This is an optimization exercise on Yosys and OpenROAD, whose aim is small area and a short achievable clock period, not a production implementation. The RTL was checked by simulation tests, not by an equivalence proof against the original design. No driver is modelled on the clock port, so clocking that relies on it looks cheaper here than on a real chip.

== run A ==
// multiple_add
module multiple_add
  #(
    parameter int DATA_WIDTH=32,
    parameter int NUM_ADDERS=64
    )
   (
    input logic 		 clk,
    input logic 		 rst,
    input logic [DATA_WIDTH-1:0] in,
    output logic [NUM_ADDERS*DATA_WIDTH-1:0] out
    );
==> flow/config.mk <==
export PLATFORM = sky130hd
export DESIGN_NAME = multiple_add
export DESIGN_NICKNAME = multiple_add
export VERILOG_FILES = /design/flow/design.v
export SDC_FILE = /design/flow/constraint.sdc
export NUM_CORES = 4
export LEC_CHECK = 0
export CAP_MARGIN = 20
export CORE_AREA = 10 10 710 710
export DIE_AREA = 0 0 720 720
export PLACE_DENSITY = 0.3
export SETUP_SLACK_MARGIN = 2.0
export SLEW_MARGIN = 20
export SYNTH_HIERARCHICAL = 1
==> flow/constraint.sdc <==
create_clock -name core_clock -period 5.0 [get_ports {clk}]
set_input_delay 1.0000 -clock core_clock [delete_from_list [all_inputs] [get_ports {clk}]]
set_output_delay 1.0000 -clock core_clock [all_outputs]
set_load 0.01 [all_outputs]
standard.sh (not shown) runs the stock make flow with config.mk's settings and CLKGATE_MAP_FILE= SYNTH_SCRIPT=/design/flow/synth_recipe.tcl, a recipe that flattens the netlist after the stock synthesis.
==> flow/flow/run.sh <==
#!/bin/bash
# The standard layout, with these changes:
# - the port buffers are made of the smallest buffer (sky130_fd_sc_hd__buf_1)
#   instead of the one buffer_ports picks by default;
# - before the floorplan's and clock tree's timing repair, the per-bit output
#   gates and the port buffers are marked dont_touch (flow/dont_touch.tcl),
#   so that repair toward SETUP_SLACK_MARGIN reworks only the fan-out nets.
set -euo pipefail
cd "$(dirname "$0")/.."
hook="$PWD/flow/dont_touch.tcl"
bash standard.sh "BUFFER_PORTS_ARGS=-buffer_cell sky130_fd_sc_hd__buf_1" \
     "PRE_FLOORPLAN_TCL=$hook" "PRE_CTS_TCL=$hook" "PRE_GLOBAL_ROUTE_TCL=$hook" \
     finish > make_finish.log 2>&1
==> flow/flow/dont_touch.tcl <==
# Keep the per-bit output gates (o22ai) and the port buffers at their
# smallest size: timing repair may then only rework the nets that fan out to
# them (the third-stage registers, their buffers and inverters).
set n 0
foreach inst [[ord::get_db_block] getInsts] {
  set master [[$inst getMaster] getName]
  set name [$inst getName]
  if {[string match "*o22ai*" $master] || [regexp {^(input|output)[0-9]+$} $name]} {
    $inst setDoNotTouch 1
    incr n
  }
}
puts "dont_touch.tcl: $n instances kept as they are"
Run A did not run to completion, as it errored out during global placement (3_3_place_gp).
The inputs of run B differ from those of run A as listed below.
==> flow/flow/run.sh <==
#!/bin/bash
# The standard layout, with the port buffers made of the smallest buffer
# (sky130_fd_sc_hd__buf_1) instead of the one buffer_ports picks by default.
set -euo pipefail
cd "$(dirname "$0")/.."
bash standard.sh "BUFFER_PORTS_ARGS=-buffer_cell sky130_fd_sc_hd__buf_1" finish > make_finish.log 2>&1
-- flow/config.mk --
<<< run A, line 12
export SETUP_SLACK_MARGIN = 2.0
>>> run B, line 12
removed: flow/flow/dont_touch.tcl
Any difference in adder and majority cell fraction of the synthesized area between run A and run B is small enough to ignore. Synthesized-area fraction occupied by xor and xnor cells essentially unchanged between run B and run A. Per the comparison of run B with run A, number of buffer cells added on primary ports has increased, area share of and/or/nand/nor cells after synthesis has remained practically unchanged, number of flops mapped to enable cells by yosys held. Run B: full flow OK, the timing, design-rule and antenna checks passed. Per the comparison of run B with run A, sequential element share of the synthesized area saw little to no change, post-synthesis instance total flat.
Here is what was changed in the inputs of run C compared with run B.
==> flow/flow/run.sh <==
#!/bin/bash
# The standard layout, with these changes:
# - the port buffers are made of the smallest buffer (sky130_fd_sc_hd__buf_1)
#   instead of the one buffer_ports picks by default;
# - flow/dont_use.tcl, run at the start of each step that resizes, keeps the
#   per-bit output gates (o22ai) at their smallest size;
# - flow/pin_groups.tcl, run before pin placement, keeps each sum's 32 output
#   pins together on the die's edge;
# - the pins go on the top and bottom edges only (vertical met2 pins), one
#   routing track apart instead of two, so that the 2082 pins fit on a
#   smaller die.
set -euo pipefail
cd "$(dirname "$0")/.."
hook="$PWD/flow/dont_use.tcl"
bash standard.sh "BUFFER_PORTS_ARGS=-buffer_cell sky130_fd_sc_hd__buf_1" \
     "PRE_FLOORPLAN_TCL=$hook" "PRE_GLOBAL_PLACE_TCL=$hook" "PRE_RESIZE_TCL=$hook" \
     "PRE_DETAIL_PLACE_TCL=$hook" "PRE_CTS_TCL=$hook" "PRE_GLOBAL_ROUTE_TCL=$hook" \
     "PRE_IO_PLACEMENT_TCL=$PWD/flow/pin_groups.tcl" \
     "PLACE_PINS_ARGS=-min_distance 1 -min_distance_in_tracks -exclude left:* -exclude right:*" \
     finish > make_finish.log 2>&1
==> flow/flow/dont_use.tcl (new file) <==
# Keep the per-bit output gates (o22ai) at their smallest size: timing repair
# may not upsize them, so it reworks the nets that fan out to them instead.
set_dont_use {sky130_fd_sc_hd__o22ai_2 sky130_fd_sc_hd__o22ai_4}
==> flow/flow/pin_groups.tcl (new file) <==
# Keep the 32 bits of each sum together, in bit order, on the die's edge:
# the pins of one sum then share one neighbourhood, and the nets that are
# per sum (its carry select) stay short.
for {set i 0} {$i < 64} {incr i} {
  set names {}
  for {set j 0} {$j < 32} {incr j} { lappend names "out\[[expr {$i*32+$j}]\]" }
  set_io_pin_constraint -group -order -pin_names $names
}
-- flow/config.mk --
<<< run B, line 9
export CORE_AREA = 10 10 710 710
export DIE_AREA = 0 0 720 720
>>> run C, line 9
export CORE_AREA = 5 5 515 355
export DIE_AREA = 0 0 520 360
<<< run B, line 12
>>> run C, line 12
export SETUP_SLACK_MARGIN = 1.5
Notes after the runs:
In the flow results for run B and run C, the instance area at placement is larger on run B. What ended run C was a tool error in global routing (5_1_grt); the run never finished. Run C ended up with a lower count of standard-cell rows than run B did. Initial core utilization, run B and run C, lower one = run B.
Input-level comparison between run D and run C:
-- flow/flow/run.sh --
<<< run C, line 11
#   smaller die.
>>> run D, line 11
#   smaller die;
# - global routing reserves 10% of each layer instead of 20%.
<<< run C, line 20
>>> run D, line 21
     "ROUTING_LAYER_ADJUSTMENT=0.1" \
-- flow/config.mk --
<<< run C, line 9
export CORE_AREA = 5 5 515 355
export DIE_AREA = 0 0 520 360
>>> run D, line 9
export CORE_AREA = 5 5 675 315
export DIE_AREA = 0 0 680 320
Results
Every stage of the flow completed for run D, and the final layout passed the timing, design-rule and antenna checks. Relative to run C, run D degrades setup slack after placement. The floorplan row count in run C is 1.13 times that in run D. Changes observed in run D relative to run C: total CTS buffers fell 13%, die extent in x rose 31%, synthesized cell count about even, number of buffers added on ports about even. Comparing run C against run D, there is no change at all in share of the synthesized netlist area taken by xor and xnor gates. Sort run C and run D by count of placed standard cells including taps desc -> top: run D.

[separate check: timing with driven ports]
The flow's constraints put no driver on any port. The routed layouts listed below were extracted and timed again, unchanged, in two steps. Step 1 assumes that a clkbuf_16 drives the clock port and a buf_2 every other input. Step 2 times the ports against the registers' clock, not the clock port: input delays grow and output delays shrink by t, the midpoint of the rising clock arrivals with the driver on. Slacks: no drivers / after step 1 / after step 2; pairs: no drivers / after step 1.
run | shift t [ns] | slack for setup (ns) | hold WS [ns] | worst setup path at the end | cell pins on the clock port's net
run B | 0.752 | 0.824 / 0.743 / 1.494 | 0.341 / 0.337 / 0.341 | register to output | 1
run D | 0.676 | 1.350 / 1.275 / 1.746 | 0.342 / 0.342 / 0.342 | register to register | 1
After both steps setup and hold are still met in every run listed.
